Context: an optimization exercise on an open-source flow, tuned for small area and a short achievable clock period. The choices shown serve that exercise and are no tape-out recipe.
Function was checked by simulation only, so behaviour that the tests miss may differ from the original.
Power figures rest on the tool's default switching activity, not on a simulated workload.

==> design/flow/design.v <==
module ahblite_interconnect
    (
    clk        ,
    rst        ,
    haddr_i    ,
    hwrite_i   ,
    htrans_i   ,
    hsize_i    ,
    hburst_i   ,
    hwdata_i   ,
    hmastlock_i,
    hprot_i    ,
    hreadyout_o,
    hresp_o    ,
    hrdata_o   ,
    hsel_o     ,
    haddr_o    ,
    hwrite_o   ,
    htrans_o   ,
    hsize_o    ,
    hburst_o   ,
    hwdata_o   ,
    hready_o   ,
    hmastlock_o,
    hprot_o    ,
    hreadyout_i,
    hresp_i    ,
    hrdata_i
    );
parameter AHB_AW  = 32;
parameter AHB_DW  = 32;
parameter SLV_NUM = 8;
parameter MST_NUM = 4;
input logic                              clk;
input logic                              rst;
input logic [MST_NUM-1:0][AHB_AW-1:0]    haddr_i;
input logic [MST_NUM-1:0]                hwrite_i;
input logic [MST_NUM-1:0][1:0]           htrans_i;
input logic [MST_NUM-1:0][2:0]           hsize_i;
input logic [MST_NUM-1:0][2:0]           hburst_i;
input logic [MST_NUM-1:0][3:0]           hprot_i;
input logic [MST_NUM-1:0][AHB_DW-1:0]    hwdata_i;
input logic [MST_NUM-1:0]                hmastlock_i;
output logic [MST_NUM-1:0]               hreadyout_o;
output logic [MST_NUM-1:0]               hresp_o;
output logic [MST_NUM-1:0][AHB_DW-1:0]   hrdata_o;
output logic [SLV_NUM-1:0]               hsel_o;
output logic [SLV_NUM-1:0][AHB_AW-1:0]   haddr_o;
output logic [SLV_NUM-1:0]               hwrite_o;
output logic [SLV_NUM-1:0][1:0]          htrans_o;
output logic [SLV_NUM-1:0][2:0]          hsize_o;
output logic [SLV_NUM-1:0][2:0]          hburst_o;
output logic [SLV_NUM-1:0][3:0]          hprot_o;
output logic [SLV_NUM-1:0][AHB_DW-1:0]   hwdata_o;
output logic [SLV_NUM-1:0]               hready_o;
output logic [SLV_NUM-1:0]               hmastlock_o;
input logic [SLV_NUM-1:0]                hreadyout_i;
input logic [SLV_NUM-1:0]                hresp_i;
input logic [SLV_NUM-1:0][AHB_DW-1:0]    hrdata_i;
logic [MST_NUM-1:0][AHB_AW-1:0]          m_addr;
logic [MST_NUM-1:0][AHB_DW-1:0]          m_wdata;
logic [MST_NUM-1:0]                      m_write;
logic [MST_NUM-1:0]                      m_lock;
logic [MST_NUM-1:0][1:0]                 m_trans;
logic [MST_NUM-1:0][2:0]                 m_size;
logic [MST_NUM-1:0][2:0]                 m_burst;
logic [MST_NUM-1:0][3:0]                 m_prot;
logic [MST_NUM-1:0][SLV_NUM-1:0]         req;        
logic [MST_NUM-1:0][SLV_NUM-1:0]         rdy_sel;
logic [SLV_NUM-1:0]                      st_arb;     
logic [SLV_NUM-1:0]                      st_acc;     
logic [SLV_NUM-1:0][1:0]                 cur_mst;
logic [SLV_NUM-1:0][MST_NUM-1:0]         grant;      
logic [SLV_NUM-1:0][MST_NUM-1:0]         grant1;     
logic [SLV_NUM-1:0][4:0]                 burst_cnt;
logic [SLV_NUM-1:0][AHB_AW-1:0]          gen_haddr;
logic [MST_NUM-1:0][SLV_NUM-1:0]         s_req;      
logic [MST_NUM-1:0]                      non_seq;
logic [SLV_NUM-1:0]                      slv_hready;
logic [SLV_NUM-1:0]                      clr_cnt;
logic [SLV_NUM-1:0][MST_NUM-1:0]         nxt_grant;
logic [SLV_NUM-1:0][MST_NUM-1:0]         nxt_grant1;
genvar m, s;
generate
for (m = 0; m < MST_NUM; m = m + 1) begin : g_mst
    logic [SLV_NUM-1:0] gm;         
    logic [SLV_NUM-1:0] ngm;        
    logic [SLV_NUM-1:0] nfirst;     
    logic [SLV_NUM-1:0] nxt_req;
    logic               nxt_write;
    logic [AHB_DW-1:0]  rdata;
    logic               resp;
    for (s = 0; s < SLV_NUM; s = s + 1) begin : g_gm
        assign gm[s]  = grant[s][m];
        assign ngm[s] = nxt_grant[s][m];
        if (s == 0) begin : g_f0
            assign nfirst[s] = ngm[s];
        end else begin : g_fn
            assign nfirst[s] = ngm[s] & ~(|ngm[s-1:0]);
        end
        assign s_req[m][s] = req[m][s] |
                             ((haddr_i[m][31:16] == s) & non_seq[m]);
    end
    assign hreadyout_o[m] = (|(rdy_sel[m] & hreadyout_i)) | ~((|gm) | (|req[m]));
    assign non_seq[m]     = (htrans_i[m] == 2'b10) & hreadyout_o[m];
    assign nxt_req        = s_req[m] & ~gm;
    assign nxt_write      = hreadyout_o[m] ? hwrite_i[m] : m_write[m];
    always_comb begin
        rdata = '0;
        resp  = 1'b0;
        for (int i = 0; i < SLV_NUM; i++) begin
            rdata = rdata | ({AHB_DW{gm[i]}} & hrdata_i[i]);
            resp  = resp  | (gm[i] & hresp_i[i]);
        end
    end
    assign hrdata_o[m] = rdata;
    assign hresp_o[m]  = resp;
    always_ff @(posedge clk) begin
        if (rst) begin
            req[m]      <= '0;
            rdy_sel[m]  <= '0;
        end else begin
            req[m]      <= nxt_req;
            rdy_sel[m]  <= nfirst & ({SLV_NUM{nxt_write}} | ~st_arb);
        end
    end
    always_ff @(posedge clk) begin
        if (hreadyout_o[m]) begin
            m_addr[m]  <= haddr_i[m];
            m_wdata[m] <= hwdata_i[m];
            m_write[m] <= hwrite_i[m];
            m_lock[m]  <= hmastlock_i[m];
            m_trans[m] <= htrans_i[m];
            m_size[m]  <= hsize_i[m];
            m_burst[m] <= hburst_i[m];
            m_prot[m]  <= hprot_i[m];
        end
    end
end
endgenerate
generate
for (s = 0; s < SLV_NUM; s = s + 1) begin : g_slv
    logic [MST_NUM-1:0] gs;
    logic [MST_NUM-1:0] r;
    logic [1:0]         rr_mst;
    logic [MST_NUM-1:0] rr_dec;
    logic [2:0]         btype;
    logic               cnt_eq;
    logic               has_req;
    logic [AHB_AW-1:0]  maddr;
    logic               hwr;
    logic [1:0]         htr;
    logic [2:0]         hsz;
    logic               hml;
    logic [3:0]         hpr;
    logic [AHB_DW-1:0]  hwd;
    logic [AHB_AW-1:0]  addr;
    for (m = 0; m < MST_NUM; m = m + 1) begin : g_gs
        assign r[m] = s_req[m][s];
    end
    assign gs = grant[s];
    always_comb begin
        maddr = '0; hwr = 1'b0; htr = '0; hsz = '0; hml = 1'b0; hpr = '0;
        hwd = '0; btype = '0;
        for (int i = 0; i < MST_NUM; i++) begin
            maddr = maddr | ({AHB_AW{grant1[s][i]}} & m_addr[i]);
            hwd   = hwd   | ({AHB_DW{gs[i]}} & m_wdata[i]);
            hwr   = hwr   | (gs[i] & m_write[i]);
            hml   = hml   | (gs[i] & m_lock[i]);
            htr   = htr   | ({2{gs[i]}} & m_trans[i]);
            hsz   = hsz   | ({3{gs[i]}} & m_size[i]);
            btype = btype | ({3{gs[i]}} & m_burst[i]);
            hpr   = hpr   | ({4{gs[i]}} & m_prot[i]);
        end
    end
    always_comb begin
        case (cur_mst[s])
        2'd0:    rr_mst = r[1] ? 2'd1 : r[2] ? 2'd2 : r[3] ? 2'd3 : 2'd0;
        2'd1:    rr_mst = r[2] ? 2'd2 : r[3] ? 2'd3 : r[0] ? 2'd0 : 2'd1;
        2'd2:    rr_mst = r[3] ? 2'd3 : r[0] ? 2'd0 : r[1] ? 2'd1 : 2'd2;
        default: rr_mst = r[0] ? 2'd0 : r[1] ? 2'd1 : r[2] ? 2'd2 : 2'd3;
        endcase
    end
    assign rr_dec = 4'b0001 << rr_mst;
    always_comb begin
        case (btype)
        3'b000:         cnt_eq = (burst_cnt[s] == 5'd1);
        3'b001:         cnt_eq = (burst_cnt[s] == 5'd0);
        3'b010, 3'b011: cnt_eq = (burst_cnt[s] == 5'd4);
        3'b100, 3'b101: cnt_eq = (burst_cnt[s] == 5'd8);
        default:        cnt_eq = (burst_cnt[s] == 5'd16);
        endcase
    end
    assign has_req       = |r;
    assign slv_hready[s] = |(gs & hreadyout_o);
    assign clr_cnt[s]    = cnt_eq & slv_hready[s];
    assign nxt_grant[s]  = rst        ? '0 :
                           st_arb[s]  ? rr_dec :
                           clr_cnt[s] ? '0 : gs;
    assign nxt_grant1[s] = (rst | ~st_arb[s]) ? '0 : rr_dec;
    assign addr = maddr | gen_haddr[s];
    always_ff @(posedge clk) begin
        grant[s]  <= nxt_grant[s];
        grant1[s] <= nxt_grant1[s];
        if (rst) begin
            st_arb[s]    <= 1'b0;
            st_acc[s]    <= 1'b0;
            cur_mst[s]   <= 2'd0;
            burst_cnt[s] <= 5'd0;
        end else begin
            st_arb[s]   <= has_req & ((~st_arb[s] & ~st_acc[s]) | (st_acc[s] & clr_cnt[s]));
            st_acc[s]   <= st_arb[s] | (st_acc[s] & ~clr_cnt[s]);
            if (st_arb[s])
                cur_mst[s] <= rr_mst;
            if (clr_cnt[s])
                burst_cnt[s] <= 5'd0;
            else if (slv_hready[s])
                burst_cnt[s] <= burst_cnt[s] + 5'd1;
        end
    end
    always_ff @(posedge clk) begin
        if (rst | ~hready_o[s])
            gen_haddr[s] <= '0;
        else
            gen_haddr[s] <= addr + 32'd4;
    end
    assign hsel_o[s]      = st_arb[s] | st_acc[s];
    assign hready_o[s]    = hreadyout_i[s] & st_acc[s];
    assign haddr_o[s]     = addr;
    assign hwrite_o[s]    = hwr;
    assign htrans_o[s]    = htr;
    assign hsize_o[s]     = hsz;
    assign hburst_o[s]    = btype;
    assign hwdata_o[s]    = hwd;
    assign hmastlock_o[s] = hml;
    assign hprot_o[s]     = hpr;
end
endgenerate
endmodule
==> design/flow/flow/run.sh <==
#!/bin/bash
set -euo pipefail
bash standard.sh "BUFFER_PORTS_ARGS=-buffer_cell sky130_fd_sc_hd__buf_1" finish > flow_make.log 2>&1
==> design/flow/standard.sh <==
#!/bin/bash
# synth_recipe.tcl (not shown) runs the flow's synth.tcl, then flattens the netlist and writes it again
# the make line also repeats each setting of config.mk as NAME=value (left out here)
make -C /OpenROAD-flow-scripts/flow DESIGN_CONFIG=/design/flow/config.mk WORK_HOME=/design/flow/orfs CLKGATE_MAP_FILE= SYNTH_SCRIPT=/design/flow/synth_recipe.tcl "${@:-finish}"
==> design/flow/config.mk <==
export PLATFORM = sky130hd
export DESIGN_NAME = ahblite_interconnect
export DESIGN_NICKNAME = ahblite_interconnect
export VERILOG_FILES = /design/flow/design.v
export SDC_FILE = /design/flow/constraint.sdc
export NUM_CORES = 4
export LEC_CHECK = 0
export ABC_CLOCK_PERIOD_IN_PS = 3500
export CAP_MARGIN = 20
export CORE_AREA = 5 5 385 385
export CTS_CLUSTER_DIAMETER = 150
export CTS_CLUSTER_SIZE = 20
export DIE_AREA = 0 0 390 390
export SETUP_SLACK_MARGIN = 1.7
export SLEW_MARGIN = 20
==> design/flow/constraint.sdc <==
create_clock -name core_clock -period 5.5 [get_ports {clk}]
set_input_delay 1.1000 -clock core_clock [delete_from_list [all_inputs] [get_ports {clk}]]
set_output_delay 1.1000 -clock core_clock [all_outputs]
set_load 0.01 [all_outputs]
==> impl_metrics.json, run 1 <==
{
  "status": "complete, no violations",
  "cts.sinks": 768,
  "clk_latency_ns": 0.72,
  "vias_per_cell": 7.24,
  "max_stage_delay_ns": 0.61,
  "core_area_mm2": 0.143,
  "dp_cells": 8590,
  "clockRootBuffer": "clkbuf_16",
  "grt_pass1_wl_um": 486000,
  "hold-path-cell-count": 2,
  "finalSetupTns_ns": 0,
  "ir_drop_mv": 0.287,
  "r2r_cells": 11,
  "grt_max_degree": 59,
  "hpwl_um": 264000,
  "clock.fmax_mhz": 256,
  "grt.total_usage": 0.449,
  "syn-num-nets": 6542,
  "tritoncts": "built",
  "synth_xor_area_frac": 0.0312,
  "fillers": 14697,
  "portBuffers": 1361,
  "hold_violations": 0,
  "path_buf_inv": 3,
  "overflow": 0,
  "start_util": 0.345,
  "drc_errors": 0,
  "r2r_setup_slack_ns": 1.72,
  "synthSimpleGateAreaFrac": 0.177,
  "startpoint_type": "register",
  "dr.pass1.iters": 17,
  "synth_compound_area_frac": 0.341,
  "rsz0062_at_grt": "true",
  "slew_viol_final": 0,
  "period_share": 0.710,
  "slew_headroom": 0.171,
  "path_clk_slew_ns": 0.10,
  "synth_most_common_cell": "a22oi_1",
  "setup_viol": 0,
  "tightest_slew_ns": 1.25,
  "muxShareOfSynthArea": 0.00167,
  "ys_warn_count": 1,
  "drive_gt1_frac": 0.0724,
  "area_growth_pct": 18.2,
  "synth_fa_ha_area_frac": 0.00608,
  "io_pins": 1362,
  "drtIter0Drc": 13637,
  "end_kind": "output port",
  "die_w_um": 390,
  "post_drt_wl_per_cell_um": 42.0,
  "die_area_mm2": 0.152,
  "critPathArrivalTime_ns": 2.81,
  "synth_top_area_share": 0.193,
  "synth_seq_cells": 768,
  "synthCells": 5932,
  "place.gp.congestion": 1.05,
  "rows": 139,
  "ant_nets": 0,
  "htreeDepth": 2,
  "p_per_area_mw_per_mm2": 185,
  "ys_seq_area_frac": 0.373,
  "cts_buffer_depth": 3,
  "path_cells": "buf_8 -> buf_8 -> a22oi_1 -> nand4_1 -> buf_1",
  "final_cells": 8778,
  "path_max_fanout": 31,
  "synth_top_family_by_area": "compound AO/OA/AOI/OAI gates",
  "cts_buffers": 45,
  "cp_num_cells": 5,
  "worstPathRequired_ns": 4.40,
  "vias": 63581,
  "mappedNetlistArea_mm2": 0.0494,
  "die_h_um": 390,
  "max_cap_violations": 0,
  "cpMostUsedCell": "buf_8",
  "syn_avg_cell_area_um2": 8.33,
  "synth_common_cells": "a22oi_1 (1,274), nand2_1 (753), clkbuf_1 (501), dfxtp_1 (460), a21oi_1 (393)",
  "power_leakage_nw": 20.9,
  "synth_edf_count": 308,
  "first_global_vias": 56972,
  "routed_wl_um": 369000,
  "yosysTopAreaCell": "a22oi_1",
  "fin_nets": 7411,
  "finalCriticalPeriod_ns": 3.91,
  "min_path_type": "reg -> reg",
  "fin_skew_ns": 0.0624,
  "grt_antenna_before_repair": 66,
  "crit_slowest_cell": "dfxtp_4",
  "synthTopCellsByArea": "a22oi_1 (19%), edfxtp_1 (19%), dfxtp_1 (19%)",
  "ctsHoldBuffers": 0,
  "timing_worst_setup_path_type": "reg -> out",
  "synth.distinct_cells": 98,
  "crit_family": "buffers and inverters",
  "ys.flop_type": "dfxtp_1",
  "async_flop_share": 0
}
-- per-stage QoR --
stage           util  cell area [µm²]  worst slack [ns]  power (mW)  hold slack (ns)
2_1_floorplan      -            49500              1.73        6.47            0.462
3_3_place_gp   0.386            55300             0.520        6.95            0.485
3_5_place_dp   0.386            55300             0.543        6.95            0.486
4_1_cts        0.403            57900              1.45        10.7            0.499
5_1_grt        0.407            58400              1.58        11.0            0.534
6_report       0.407            58400              1.59        10.8            0.503
-- worst min-delay path, stage by stage, from the launching register on --
cell and delay [ns]:
dfxtp_1 0.35, nand2_1 0.06, a21oi_1 0.05
-- layer usage --
metal | track usage | vias to the layer above | wire length, µm
met5 | 0 | - | 298
met2 | 0.635 | 6784 | 148000
met1 | 0.532 | 30288 | 123000
met4 | 0.364 | 41 | 39400
li1 | - | 24854 | -
met3 | 0.185 | 1614 | 58400
-- flip-flops by register name, indices dropped and copies added, names as in the netlist --
signal     count
cur_mst       16
m_write        4
m_addr       128
st_acc         8
m_lock         4
gen_haddr    256
m_size        12
req           32
m_burst       12
m_trans        8
burst_cnt     40
grant1        32
rdy_sel       32
m_prot        16
st_arb         8
m_wdata      128
grant         32
-- power by group --
part           switching, mW  total (mW)  internal, mW
Clock                   2.27        3.88          1.61
Sequential             0.433        6.45          6.02
Combinational          0.316       0.451         0.135
Total                   3.02        10.8          7.76
-- worst paths after layout --
kind / start / endpoint
worst min-delay path: burst_cnt[20] / burst_cnt[20]
worst min register to register: burst_cnt[20] / burst_cnt[20]
worst max-delay path: grant[15] / hrdata_o[99]
worst max register to register: grant1[4] / gen_haddr[60]
-- area by class of cell --
cell class	count	area (µm²)	share of cell area
clock buffer	77	1270	0.0217
multi-input combinational	4287	27900	0.477
timing repair buffer	1598	7730	0.132
clock inverter	5	82.6	0.00141
tap	1903	2380	0.0408
antenna	39	97.6	0.00167
sequential	768	18600	0.318
inverter	101	387	0.00662
-- repair_timing --
action	CTS	global route
pin swaps	9	9
gates cloned	2	0
setup buffers	39	26
gates resized for setup	162	47
endpoints found under the setup margin	400	48
-- placed cells by master, fill, tap and decap left out, types with 18 or more instances in the layout --
cell / instances
a22o_1: 30
and4_1: 20
nor4_1: 28
nand2_1: 749
and3_1: 58
o21ai_0: 67
or3_1: 47
nand3b_1: 20
and2_1: 31
xnor2_1: 79
a22oi_1: 1272
buf_8: 21
buf_1: 1319
buf_2: 35
clkbuf_16: 46
dfxtp_1: 411
a31oi_1: 18
nor2b_1: 20
nand4_1: 199
nor2_1: 318
diode_2: 39
dfxtp_4: 32
ha_1: 24
edfxtp_1: 308
buf_4: 164
a222oi_1: 257
nor3_1: 95
nand3_1: 63
a211oi_1: 40
a21oi_1: 390
clkbuf_1: 31
inv_1: 98
xor2_1: 97
nor3b_1: 48
buf_12: 27
-- cells by family (layout without fill, tap and decap cells) --
family                   after synthesis  in the layout
buffers and inverters                878           1781
other                                  0             39
adder cells (fa/ha/maj)               24             24
flip-flops                           768            768
AO/OA/AOI/OAI                       2272           2272
multiplexers                           8              8
AND/OR/NAND/NOR                     1806           1807
XOR/XNOR                             176            176
==> run 2: changes to the inputs <==
--- a/design/flow/config.mk
+++ b/design/flow/config.mk
@@ -8,8 +8,8 @@
 export ABC_CLOCK_PERIOD_IN_PS = 3500
 export CAP_MARGIN = 20
-export CORE_AREA = 5 5 385 385
+export CORE_AREA = 5 5 377 377
 export CTS_CLUSTER_DIAMETER = 150
 export CTS_CLUSTER_SIZE = 20
-export DIE_AREA = 0 0 390 390
-export SETUP_SLACK_MARGIN = 1.7
+export DIE_AREA = 0 0 382 382
+export SETUP_SLACK_MARGIN = 1.8
 export SLEW_MARGIN = 20
==> run 2 against run 1 <==
  * Cell count shrank 0.56%
  * Hold slack gained 0.012 ns
  * Total power rose by 0.95%
  * Sequential cell count unchanged
  * Clock power hardly changed
  * Sequential power increased by 0.8%
  * Critical path type unchanged
==> impl_metrics.json, run 2 <==
{
  "status": "complete, no violations",
  "tritoncts": "built",
  "drive_gt1_frac": 0.0894,
  "synth_common_cells": "a22oi_1 (1,274), nand2_1 (753), clkbuf_1 (501), dfxtp_1 (460), a21oi_1 (393)",
  "hold-path-cell-count": 1,
  "cts.sinks": 768,
  "io_pins": 1362,
  "top_regs": "gen_haddr: 256 flops, m_addr: 128 flops, m_wdata: 128 flops",
  "slew_headroom": 0.258,
  "largest_reg_flops": 256,
  "routed_wl_um": 385000,
  "drtIter0Drc": 15216,
  "die_area_mm2": 0.146,
  "crit_slowest_cell": "nand4_1",
  "finalSetupTns_ns": 0,
  "fin_skew_ns": 0.119,
  "place.gp.congestion": 1.11,
  "timing_worst_setup_path_type": "reg -> out",
  "die_w_um": 382,
  "power_leakage_nw": 21.5,
  "post_drt_wl_per_cell_um": 44.1,
  "grt.total_usage": 0.490,
  "dp_cells": 8497,
  "final_util": 0.430,
  "clock.fmax_mhz": 259,
  "pre_cts_ws_ns": 0.661,
  "portBuffers": 1361,
  "p_per_area_mw_per_mm2": 184,
  "setup_viol": 0,
  "fin_nets": 7461,
  "end_kind": "output port",
  "core_area_mm2": 0.137,
  "first_global_vias": 57786,
  "slew_viol_final": 0,
  "layout_commonest_cell": "buf_1",
  "synth_top_area_share": 0.193,
  "htreeDepth": 2,
  "startpoint_type": "register",
  "syn_avg_cell_area_um2": 8.33,
  "path_buf_inv": 2,
  "overflow": 0,
  "worst_slack_ns": 1.64,
  "cp_num_cells": 4,
  "hpwl_um": 280000,
  "ys_seq_area_frac": 0.373,
  "top_register": "gen_haddr",
  "cts_buffer_depth": 3,
  "hold_violations": 0,
  "dr.pass1.iters": 14,
  "synth_most_common_cell": "a22oi_1",
  "ir_drop_mv": 0.279,
  "vias_per_cell": 7.40,
  "final_cells": 8729,
  "ys_warn_count": 1,
  "hold_slack_ns": 0.515,
  "area_growth_pct": 19.7,
  "path_max_fanout": 81,
  "path_cells": "buf_16 -> a22oi_1 -> nand4_1 -> buf_1",
  "synthCells": 5932,
  "synth_seq_cells": 768,
  "ctsHoldBuffers": 0,
  "finalCriticalPeriod_ns": 3.86,
  "die_h_um": 382,
  "vias": 64554,
  "max_cap_violations": 0,
  "max_stage_delay_ns": 0.53,
  "r2r_cells": 12,
  "drc_errors": 0,
  "grt_pass1_wl_um": 504000,
  "layout.cells.most_common_list": "buf_1 (1,273), a22oi_1 (1,269), nand2_1 (748)",
  "path_clk_slew_ns": 0.10,
  "r2r_setup_slack_ns": 1.84,
  "async_flop_share": 0,
  "ant_nets": 0,
  "rsz0062_at_grt": "true",
  "clockRootBuffer": "clkbuf_16",
  "syn-num-nets": 6542,
  "synth_edf_count": 308,
  "grt_antenna_before_repair": 83,
  "crit_family": "simple AND/OR/NAND/NOR gates",
  "synth.distinct_cells": 98,
  "cts_buffers": 45,
  "start_util": 0.360,
  "period_share": 0.702,
  "worstPathRequired_ns": 4.40,
  "fillers": 14111,
  "ys.flop_type": "dfxtp_1",
  "critPathArrivalTime_ns": 2.76,
  "clk_latency_ns": 0.75,
  "synthTopCellsByArea": "a22oi_1 (19%), edfxtp_1 (19%), dfxtp_1 (19%)",
  "min_path_type": "in -> reg",
  "mappedNetlistArea_mm2": 0.0494,
  "grt_max_degree": 82,
  "tightest_slew_ns": 1.10,
  "yosysTopAreaCell": "a22oi_1",
  "rows": 136
}
-- run 2: layout make-up --
| type | count | area, µm² | share of cell area |
|---|---|---|---|
| multi-input cells | 4287 | 28100 | 0.475 |
| flip-flops and latches | 768 | 18600 | 0.314 |
| repair buffers | 1648 | 8350 | 0.141 |
| well taps | 1794 | 2240 | 0.0379 |
| clock buffers | 76 | 1240 | 0.0210 |
| inverters | 101 | 387 | 0.00653 |
| diodes | 48 | 120 | 0.00203 |
| clock inverters | 7 | 113 | 0.00190 |
-- run 2: per-layer routing --
metal / global-route usage / vias up / wire length [µm]
met5: 0.0222 / - / 591
met4: 0.411 / 46 / 45000
li1: - / 24961 / -
met2: 0.683 / 6953 / 149000
met3: 0.242 / 1887 / 66300
met1: 0.555 / 30707 / 124000
-- run 2: logic make-up after synthesis --
group / Yosys count / share of synthesized area
buf+inv: 878 / 0.0696
mux: 8 / 0.00167
fa+ha+maj: 24 / 0.00608
flops: 768 / 0.373
compound gates: 2272 / 0.341
xor+xnor: 176 / 0.0312
simple gates: 1806 / 0.177
-- run 2: final timing paths --
check           startpoint            end
max reg2reg      grant1[5]  gen_haddr[58]
max               grant[6]   hrdata_o[79]
min           hwdata_i[68]    m_wdata[68]
min reg2reg  burst_cnt[20]  burst_cnt[20]
-- run 2: power by group --
| group | leakage [nW] | internal (mW) | switching (mW) |
|---|---|---|---|
| clock | 0.650 | 1.61 | 2.30 |
| combinational | 13.9 | 0.142 | 0.327 |
| sequential | 7.00 | 6.02 | 0.481 |
-- run 2: metrics by stage --
step | area, µm² | total power [mW]
floorplan | 49500 | 6.47
global placement | 55400 | 6.99
detailed placement | 55400 | 6.99
CTS | 58100 | 10.8
global route | 59100 | 11.0
finish | 59200 | 10.9
-- run 2: timing repair --
action,4_1_cts,5_1_grt
resized for setup,204,97
setup buffers,51,47
cloned,2,1
endpoints found under the setup margin,427,83
endpoints found under the hold margin,0,0
pin swaps,6,10
==> run 3: changes to the inputs <==
==> design/flow/flow/run.sh (replaced) <==
#!/bin/bash
set -euo pipefail
bash standard.sh "BUFFER_PORTS_ARGS=-buffer_cell sky130_fd_sc_hd__buf_1" \
  "PLACE_PINS_ARGS=-min_distance 1 -min_distance_in_tracks" finish > flow_make.log 2>&1
--- a/design/flow/config.mk
+++ b/design/flow/config.mk
@@ -8,8 +8,8 @@
 export ABC_CLOCK_PERIOD_IN_PS = 3500
 export CAP_MARGIN = 20
-export CORE_AREA = 5 5 377 377
-export CTS_CLUSTER_DIAMETER = 150
-export CTS_CLUSTER_SIZE = 20
-export DIE_AREA = 0 0 382 382
+export CORE_AREA = 5 5 335 335
+export CTS_CLUSTER_DIAMETER = 300
+export CTS_CLUSTER_SIZE = 50
+export DIE_AREA = 0 0 340 340
 export SETUP_SLACK_MARGIN = 1.8
 export SLEW_MARGIN = 20
==> run 3 against run 2 <==
  * The flow now stops in global routing (5_1_grt)
  * Synthesized cell count did not move
  * Synthesized area did not move
==> impl_metrics.json, run 3 <==
{
  "status": "stopped before the end",
  "stop_stage": "global routing (5_1_grt)",
  "firstError": "[ERROR GRT-0116] Global routing finished with congestion. Check the congestion regions in the DRC Viewer.",
  "synth_seq_cells": 768,
  "grt_max_degree": 60,
  "die_w_um": 340,
  "place.gp.congestion": 1.14,
  "start_util": 0.455,
  "synthCells": 5932,
  "htreeDepth": 1,
  "synth_top_area_share": 0.193,
  "overflow": 24,
  "die_h_um": 340,
  "synth_most_common_cell": "a22oi_1",
  "synth_fa_ha_area_frac": 0.00608,
  "synth_compound_area_frac": 0.341,
  "ys_warn_count": 1,
  "mappedNetlistArea_mm2": 0.0494,
  "synth_common_cells": "a22oi_1 (1,274), nand2_1 (753), clkbuf_1 (501), dfxtp_1 (460), a21oi_1 (393)",
  "rows": 121,
  "synth.distinct_cells": 98,
  "syn_avg_cell_area_um2": 8.33,
  "muxShareOfSynthArea": 0.00167,
  "cts_buffers": 19,
  "first_global_vias": 60462,
  "syn-num-nets": 6542,
  "hpwl_um": 219000,
  "ctsHoldBuffers": 0,
  "synth_edf_count": 308,
  "cts.sinks": 768,
  "synthTopCellsByArea": "a22oi_1 (19%), edfxtp_1 (19%), dfxtp_1 (19%)",
  "io_pins": 1362,
  "ys_seq_area_frac": 0.373,
  "ys.flop_type": "dfxtp_1",
  "synthSimpleGateAreaFrac": 0.177,
  "clockRootBuffer": "clkbuf_16",
  "cts_buffer_depth": 3,
  "synth_top_family_by_area": "compound AO/OA/AOI/OAI gates",
  "grt.total_usage": 0.537,
  "portBuffers": 1361,
  "grt_pass1_wl_um": 457000,
  "synth_xor_area_frac": 0.0312,
  "async_flop_share": 0,
  "yosysTopAreaCell": "a22oi_1"
}
-- run 3: cell counts after synthesis --
Identical to the previous run, type by type.
-- run 3: how the worst max path moves through the flow --
stage / from / to / slack [ns] / cells after the start
3_3_place_gp: haddr_i[59] / rdy_sel[6] / 0.53 / 11
3_5_place_dp: haddr_i[59] / rdy_sel[6] / 0.44 / 11
4_1_cts: grant[18] / hreadyout_o[2] / 1.71 / 5
2_1_floorplan: hreadyout_i[6] / rdy_sel[12] / 1.82 / 9
-- run 3: stage by stage --
stage / instance area (µm²) / util / cells / setup WS, ns
floorplan: 49500 / - / 5932 / 1.82
global placement: 54500 / 0.502 / 8072 / 0.535
detailed placement: 54500 / 0.502 / 8073 / 0.436
CTS: 56200 / 0.517 / 8134 / 1.71
-- run 3: cells by family after synthesis --
| family | count (synthesis) |
|---|---|
| flops | 768 |
| fa+ha+maj | 24 |
| xor+xnor | 176 |
| buf+inv | 878 |
| simple gates | 1806 |
| mux | 8 |
| compound gates | 2272 |
-- run 3: repair_timing --
| action | CTS |
|---|---|
| setup endpoints to repair | 474 |
| cloned | 3 |
| buffers inserted | 25 |
| resized for setup | 189 |
| pin swaps | 8 |
-- run 3: power by group through the flow --
stage                     clock, mW  combinational, mW  sequential (mW)
after floorplan                   0              0.297             6.18
after CTS                      2.56              0.378             6.40
after detailed placement          0              0.368             6.52
after global placement            0              0.365             6.52
-- run 3: layer usage --
layer  GRT overflow  GRT usage
met2             16      0.742
met5              0     0.0483
met4              8      0.408
met1              0      0.616
met3              0      0.288
==> run 4: changes to the inputs <==
--- a/design/flow/design.v
+++ b/design/flow/design.v
@@ -68,4 +68,5 @@
 logic [MST_NUM-1:0][SLV_NUM-1:0]         req;        
 logic [MST_NUM-1:0][SLV_NUM-1:0]         rdy_sel;
+logic [MST_NUM-1:0]                      any_grant;  
 logic [SLV_NUM-1:0]                      st_arb;     
 logic [SLV_NUM-1:0]                      st_acc;     
@@ -102,5 +103,5 @@
                              ((haddr_i[m][31:16] == s) & non_seq[m]);
     end
-    assign hreadyout_o[m] = (|(rdy_sel[m] & hreadyout_i)) | ~((|gm) | (|req[m]));
+    assign hreadyout_o[m] = (|(rdy_sel[m] & hreadyout_i)) | ~(any_grant[m] | (|req[m]));
     assign non_seq[m]     = (htrans_i[m] == 2'b10) & hreadyout_o[m];
     assign nxt_req        = s_req[m] & ~gm;
@@ -119,8 +120,10 @@
         if (rst) begin
             req[m]      <= '0;
-            rdy_sel[m]  <= '0;
+            rdy_sel[m]   <= '0;
+            any_grant[m] <= 1'b0;
         end else begin
             req[m]      <= nxt_req;
-            rdy_sel[m]  <= nfirst & ({SLV_NUM{nxt_write}} | ~st_arb);
+            rdy_sel[m]   <= nfirst & ({SLV_NUM{nxt_write}} | ~st_arb);
+            any_grant[m] <= |ngm;
         end
     end
==> design/flow/flow/run.sh (replaced) <==
#!/bin/bash
set -euo pipefail
bash standard.sh "BUFFER_PORTS_ARGS=-buffer_cell sky130_fd_sc_hd__buf_1" finish > flow_make.log 2>&1
--- a/design/flow/config.mk
+++ b/design/flow/config.mk
@@ -8,8 +8,8 @@
 export ABC_CLOCK_PERIOD_IN_PS = 3500
 export CAP_MARGIN = 20
-export CORE_AREA = 5 5 335 335
-export CTS_CLUSTER_DIAMETER = 300
-export CTS_CLUSTER_SIZE = 50
-export DIE_AREA = 0 0 340 340
+export CORE_AREA = 5 5 415 415
+export CTS_CLUSTER_DIAMETER = 150
+export CTS_CLUSTER_SIZE = 20
+export DIE_AREA = 0 0 420 420
 export SETUP_SLACK_MARGIN = 1.8
 export SLEW_MARGIN = 20
==> run 4 against run 3 <==
  * The run now finishes clean
  * Synthesized cell count decreased by 0.35%
  * Synthesized area decreased by 0.39%
==> impl_metrics.json, run 4 <==
{
  "p_comb_frac": 0.044,
  "ys_seq_area_frac": 0.376,
  "core_area_mm2": 0.167,
  "path_clk_slew_ns": 0.11,
  "clk_latency_ns": 0.74,
  "ant_nets": 0,
  "period_share": 0.700,
  "top_register": "gen_haddr",
  "mappedNetlistArea_mm2": 0.0492,
  "drtIter0Drc": 13940,
  "largest_reg_flops": 256,
  "finalCriticalPeriod_ns": 3.85,
  "rows": 150,
  "dr.pass1.iters": 14,
  "grt_pass1_wl_um": 506000,
  "status": "complete, no violations",
  "post_drt_wl_per_cell_um": 41.9,
  "setup_viol": 0,
  "overflow": 0,
  "die_h_um": 420,
  "die_w_um": 420,
  "netSwitchingPower_mw": 3.14,
  "synth_common_cells": "a22oi_1 (1,282), nand2_1 (764), clkbuf_1 (489), dfxtp_1 (464), a21oi_1 (397)",
  "place_area_mm2": 0.0558,
  "ys.flop_type": "dfxtp_1",
  "hpwl_um": 269000,
  "drive_gt1_frac": 0.104,
  "rr_endpoint": "any_grant[0]",
  "synthTopCellsByArea": "a22oi_1 (20%), dfxtp_1 (19%), edfxtp_1 (19%)",
  "io_pins": 1362,
  "tightest_slew_ns": 1.04,
  "min_path_type": "in -> reg",
  "top_regs": "gen_haddr: 256 flops, m_addr: 128 flops, m_wdata: 128 flops",
  "max_cap_violations": 0,
  "p_int_mw": 7.90,
  "cts_buffer_depth": 3,
  "startpoint_type": "register",
  "synthCells": 5911,
  "hold-path-cell-count": 1,
  "fin_area_mm2": 0.0613,
  "layout_commonest_cell": "buf_1",
  "netSwitchingFraction": 0.285,
  "seq_power_share": 0.586,
  "rsz0062_at_grt": "true",
  "hold_start": "hwdata_i[94]",
  "r2r_cells": 9,
  "grt_antenna_before_repair": 106,
  "timing_worst_setup_path_type": "reg -> reg",
  "slew_headroom": 0.307,
  "place.gp.congestion": 1.04,
  "clock.fmax_mhz": 260,
  "fin_nets": 7539,
  "tritoncts": "built",
  "synth.distinct_cells": 92,
  "ys_warn_count": 1,
  "max_stage_delay_ns": 0.60,
  "clockRootBuffer": "clkbuf_16",
  "drc_errors": 0,
  "layout.cells.most_common_list": "buf_1 (1,307), a22oi_1 (1,267), nand2_1 (760)",
  "grt.total_usage": 0.409,
  "rr_startpoint": "m_burst[5]",
  "area_growth_pct": 24.4,
  "portBuffers": 1361,
  "final_util": 0.366,
  "path_max_fanout": 10,
  "synth_top_area_share": 0.195,
  "start_util": 0.294,
  "ctsHoldBuffers": 0,
  "synth_seq_cells": 772,
  "routed_wl_um": 387000,
  "async_flop_share": 0,
  "synth_most_common_cell": "a22oi_1",
  "yosysTopAreaCell": "a22oi_1",
  "cpMostUsedCell": "nand2_1",
  "worstPathRequired_ns": 6.11,
  "die_area_mm2": 0.176,
  "vias": 64140,
  "hold_violations": 0,
  "ir_drop_mv": 0.217,
  "critPathArrivalTime_ns": 4.46,
  "crit_family": "compound AO/OA/AOI/OAI gates",
  "first_global_vias": 58637,
  "cts.sinks": 772,
  "hold_end": "m_wdata[94]",
  "fillers": 17547,
  "slew_viol_final": 0,
  "finalSetupTns_ns": 0,
  "power_leakage_nw": 22.1,
  "cts_buffers": 47,
  "fin_skew_ns": 0.121,
  "crit_slowest_cell": "a32oi_1",
  "finalPower_mw": 11.0,
  "syn-num-nets": 6521,
  "synth_edf_count": 308,
  "vias_per_cell": 6.94,
  "p_per_area_mw_per_mm2": 180,
  "grt_max_degree": 89,
  "syn_avg_cell_area_um2": 8.33,
  "path_buf_inv": 0,
  "end_kind": "register",
  "r2r_setup_slack_ns": 1.65,
  "path_cells": "a22oi_1 -> nand2_1 -> or3_1 -> a211o_1 -> a221oi_2 -> o21ai_2 -> a32oi_1 -> nand2_1 -> or4_1",
  "p_clk_frac": 0.369,
  "htreeDepth": 2
}
## run 4: how the worst max path moves through the flow
stage              endpoint  cells after the start           start  slack (ns)
3_3_place_gp   any_grant[1]                     15     haddr_i[91]        0.42
6_report       any_grant[0]                      9      m_burst[5]        1.65
4_1_cts        any_grant[0]                     14     haddr_i[90]        1.74
3_5_place_dp    rdy_sel[29]                     14     haddr_i[91]        0.37
5_1_grt        any_grant[0]                      9      m_burst[5]        1.65
2_1_floorplan  any_grant[0]                      9  hreadyout_i[1]        1.61
## run 4: layout make-up
type,count,area (µm²),share of cell area
antenna,77,193,0.00315
clock buffer,76,1310,0.0213
clock inverter,8,151,0.00247
inverter,89,347,0.00566
multi-input combinational,4271,28300,0.462
sequential,772,18700,0.305
tap,2204,2760,0.0450
timing repair buffer,1748,9540,0.156
## run 4: kinds of logic (layout without fill, tap and decap cells)
group	after synthesis	in the layout	synth area share
AO/OA/AOI/OAI	2262	2262	0.341
XOR/XNOR	171	171	0.0304
adder cells (fa/ha/maj)	24	24	0.00610
AND/OR/NAND/NOR	1799	1801	0.175
flip-flops	772	772	0.376
buffers and inverters	870	1921	0.0687
other	0	77	0
multiplexers	13	13	0.00274
## run 4: repair_timing
action	4_1_cts	5_1_grt
endpoints found under the setup margin	395	74
setup buffers	164	32
gates resized for setup	207	114
gates cloned	9	2
pin swaps	41	44
## run 4: through the flow
step	instances	worst slack, ns	hold slack, ns
after floorplan	5911	1.61	0.450
after global placement	8877	0.416	0.485
after detailed placement	8877	0.374	0.493
after CTS	9134	1.74	0.494
after global routing	9219	1.65	0.500
final	9245	1.65	0.515
## run 4: power by group through the flow
| stage | Combinational [mW] | Clock [mW] | Sequential [mW] |
|---|---|---|---|
| 4_1_cts | 0.437 | 4.07 | 6.45 |
| 3_3_place_gp | 0.391 | 0 | 6.59 |
| 5_1_grt | 0.493 | 4.29 | 6.47 |
| 2_1_floorplan | 0.290 | 0 | 6.21 |
| 6_report | 0.489 | 4.08 | 6.47 |
| 3_5_place_dp | 0.396 | 0 | 6.59 |
## run 4: layer usage
metal | vias up | global-route usage | share of wire
met4 | 40 | 0.346 | 0.11
met1 | 30743 | 0.460 | 0.33
met3 | 1837 | 0.174 | 0.15
met5 | - | 0.0186 | 0.0014
met2 | 6452 | 0.594 | 0.41
li1 | 25068 | - | -
==> run 5: changes to the inputs <==
--- a/design/flow/config.mk
+++ b/design/flow/config.mk
@@ -8,8 +8,8 @@
 export ABC_CLOCK_PERIOD_IN_PS = 3500
 export CAP_MARGIN = 20
-export CORE_AREA = 5 5 415 415
+export CORE_AREA = 5 5 385 385
 export CTS_CLUSTER_DIAMETER = 150
 export CTS_CLUSTER_SIZE = 20
-export DIE_AREA = 0 0 420 420
+export DIE_AREA = 0 0 390 390
 export SETUP_SLACK_MARGIN = 1.8
 export SLEW_MARGIN = 20
==> run 5 against run 4 <==
  * Still clean
  * First-iteration DRC count fell by 2.6%
  * Synthesized area unchanged
  * Hold slack better by 0.0018 ns
  * Routed wire length is 3.7% higher
  * Clock skew fell by 0.040 ns
  * Sequential cell count did not move
  * Synthesized cell count is the same
  * Sequential power is essentially flat
  * Die area is 14% lower
  * Total power decreased by 0.12%
  * Setup slack better by 0.013 ns
  * Critical endpoint unchanged
  * Largest cell class unchanged
==> impl_metrics.json, run 5 <==
{
  "area_growth_pct": 22.1,
  "tritoncts": "built",
  "top_regs": "gen_haddr: 256 flops, m_addr: 128 flops, m_wdata: 128 flops",
  "slew_viol_final": 0,
  "ys.flop_type": "dfxtp_1",
  "start_util": 0.343,
  "top_register": "gen_haddr",
  "hold_slack_ns": 0.517,
  "pre_cts_ws_ns": 0.366,
  "synthCells": 5911,
  "finalSetupTns_ns": 0,
  "path_clk_slew_ns": 0.10,
  "hold_end": "gen_haddr[33]",
  "final-seq-area_mm2": 0.0187,
  "layout.cells.most_common_list": "buf_1 (1,281), a22oi_1 (1,263), nand2_1 (758)",
  "setup_viol": 0,
  "drive_gt1_frac": 0.104,
  "hold_violations": 0,
  "timing_worst_setup_path_type": "in -> reg",
  "dr.pass1.iters": 14,
  "crit_family": "simple AND/OR/NAND/NOR gates",
  "fin_skew_ns": 0.0815,
  "power_leakage_nw": 21.9,
  "crit_slowest_cell": "or4_4",
  "synth_most_common_cell": "a22oi_1",
  "p_per_area_mw_per_mm2": 183,
  "r2r_cells": 10,
  "synth.distinct_cells": 92,
  "drc_errors": 0,
  "end_kind": "register",
  "core_area_mm2": 0.143,
  "place.gp.congestion": 1.05,
  "worstPathRequired_ns": 6.08,
  "synth_seq_cells": 772,
  "cpMostUsedCell": "o21ai_1",
  "async_flop_share": 0,
  "ir_drop_mv": 0.297,
  "fillers": 14722,
  "grt_antenna_before_repair": 78,
  "finalCriticalPeriod_ns": 3.84,
  "die_w_um": 390,
  "rr_startpoint": "req[28]",
  "path_cells": "buf_1 -> nor4_4 -> buf_4 -> nand4_1 -> buf_6 -> a211oi_4 -> o21ai_1 -> a22o_1 -> a32oi_2 -> o21ai_1 -> or4_4 -> or4_1",
  "clk_latency_ns": 0.73,
  "cts.sinks": 772,
  "post_drt_wl_per_cell_um": 45.2,
  "multi_input_area_mm2": 0.0282,
  "rr_endpoint": "any_grant[1]",
  "mappedNetlistArea_mm2": 0.0492,
  "period_share": 0.698,
  "path_max_fanout": 4,
  "vias_per_cell": 7.26,
  "startpoint_type": "input pin",
  "syn_avg_cell_area_um2": 8.33,
  "min_path_type": "reg -> reg",
  "synth_edf_count": 308,
  "synth_top_area_share": 0.195,
  "synth_common_cells": "a22oi_1 (1,282), nand2_1 (764), clkbuf_1 (489), dfxtp_1 (464), a21oi_1 (397)",
  "ant_nets": 0,
  "finalPower_mw": 11.0,
  "slew_headroom": 0.200,
  "die_area_mm2": 0.152,
  "rsz0062_at_grt": "true",
  "tightest_slew_ns": 1.17,
  "grt_pass1_wl_um": 523000,
  "drtIter0Drc": 13584,
  "r2r_setup_slack_ns": 1.73,
  "max_stage_delay_ns": 0.53,
  "fin_nets": 7511,
  "yosysTopAreaCell": "a22oi_1",
  "routed_wl_um": 401000,
  "final_util": 0.419,
  "io_pins": 1362,
  "cts_buffer_depth": 3,
  "worst_slack_ns": 1.66,
  "cts_buffers": 46,
  "first_global_vias": 57811,
  "largest_reg_flops": 256,
  "clock.fmax_mhz": 261,
  "grt_max_degree": 89,
  "overflow": 0,
  "layout_commonest_cell": "buf_1",
  "clockRootBuffer": "clkbuf_16",
  "synthTopCellsByArea": "a22oi_1 (20%), dfxtp_1 (19%), edfxtp_1 (19%)",
  "ys_warn_count": 1,
  "rows": 139,
  "hold_start": "gen_haddr[33]",
  "die_h_um": 390,
  "portBuffers": 1361,
  "status": "complete, no violations",
  "critPathArrivalTime_ns": 4.42,
  "syn-num-nets": 6521,
  "ys_seq_area_frac": 0.376,
  "hpwl_um": 289000,
  "path_buf_inv": 3,
  "htreeDepth": 2,
  "vias": 64468,
  "hold-path-cell-count": 2,
  "max_cap_violations": 0,
  "grt.total_usage": 0.491
}
run 5: area by class of cell:
cell class | instances | share of cell area
clock inverters | 5 | 0.00139
clock buffers | 78 | 0.0218
diodes | 45 | 0.00187
repair inverters | 1 | 0.000146
inverters | 89 | 0.00576
multi-input cells | 4271 | 0.469
flip-flops and latches | 772 | 0.311
well taps | 1903 | 0.0396
repair buffers | 1720 | 0.150
run 5: logic make-up after synthesis:
family / synth area share
muxes: 0.00274
and+or+nand+nor: 0.175
DFF: 0.376
adders and majority gates: 0.00610
AOI/OAI and AO/OA: 0.341
xor gates and xnor gates: 0.0304
buffers and inverters: 0.0687
run 5: per-layer routing:
metal | GRT usage | up-vias | share of wire
met3 | 0.229 | 1808 | 0.17
met5 | 0 | - | 0.00081
met1 | 0.562 | 30848 | 0.32
met2 | 0.692 | 6795 | 0.39
met4 | 0.409 | 46 | 0.11
li1 | - | 24971 | -
run 5: worst max path at each step:
stage,cells after the start,endpoint,slack (ns),from
2_1_floorplan,9,any_grant[0],1.61,hreadyout_i[1]
3_3_place_gp,12,any_grant[0],0.40,haddr_i[123]
3_5_place_dp,12,any_grant[0],0.37,haddr_i[123]
4_1_cts,12,any_grant[0],1.56,haddr_i[126]
5_1_grt,12,any_grant[0],1.64,haddr_i[120]
6_report,12,any_grant[0],1.66,haddr_i[123]
run 5: stage by stage:
step | cells | area, µm²
CTS | 8771 | 58800
floorplan | 5911 | 49400
global placement | 8609 | 55600
global route | 8857 | 60100
finish | 8884 | 60100
detailed placement | 8609 | 55600
run 5: repair_timing:
action | in CTS | in global routing
pin swaps | 19 | 45
hold buffers | 0 | 0
setup buffers | 74 | 67
setup endpoints to repair | 499 | 84
endpoints found under the hold margin | 0 | 0
cloned | 5 | 0
gates resized for setup | 217 | 142
run 5: worst reg2reg max path: cells and delay by family, from the launching register on:
family                 cells  cell delay [ns]
AO/OA/AOI/OAI              4             1.14
flip-flops                 1             0.36
buffers and inverters      1             0.09
AND/OR/NAND/NOR            5             2.02
run 5: report_power, final:
group	switching, mW	internal [mW]
combinational	0.362	0.159
sequential	0.442	6.05
clock	2.35	1.67
total	3.15	7.88

-- what the ideal ports hide --
Ports are ideal in the flow. The routed layouts listed here were re-timed in OpenROAD.
Step 1 assumes that a clkbuf_16 drives the clock port and a buf_2 every other input.
Step 2 also shifts input and output timing later by t, the mid clock arrival at the registers, as if the neighbouring blocks saw the same clock.
Three values: no drivers, after step 1, after step 2; two values: the first two.
run | shift t [ns] | setup slack, ns | worst setup path at the end | clock arrival spread, ns | slew at the worst register clock pin (ns)
run 1 | 0.770 | 1.594 / 1.508 / 0.973 | input to register | 0.065 / 0.066 | 0.11 / 0.11
run 2 | 0.774 | 1.638 / 1.549 / 1.129 | input to register | 0.119 / 0.119 | 0.11 / 0.11
run 4 | 0.768 | 1.649 / 1.635 / 0.993 | input to register | 0.127 / 0.127 | 0.11 / 0.11
run 5 | 0.782 | 1.661 / 1.613 / 0.929 | input to register | 0.083 / 0.083 | 0.11 / 0.11
After both steps setup and hold are still met in every run listed. The setup slack of run 5, which loses most, moves by -0.048 ns with the drivers and by -0.732 ns with both steps.
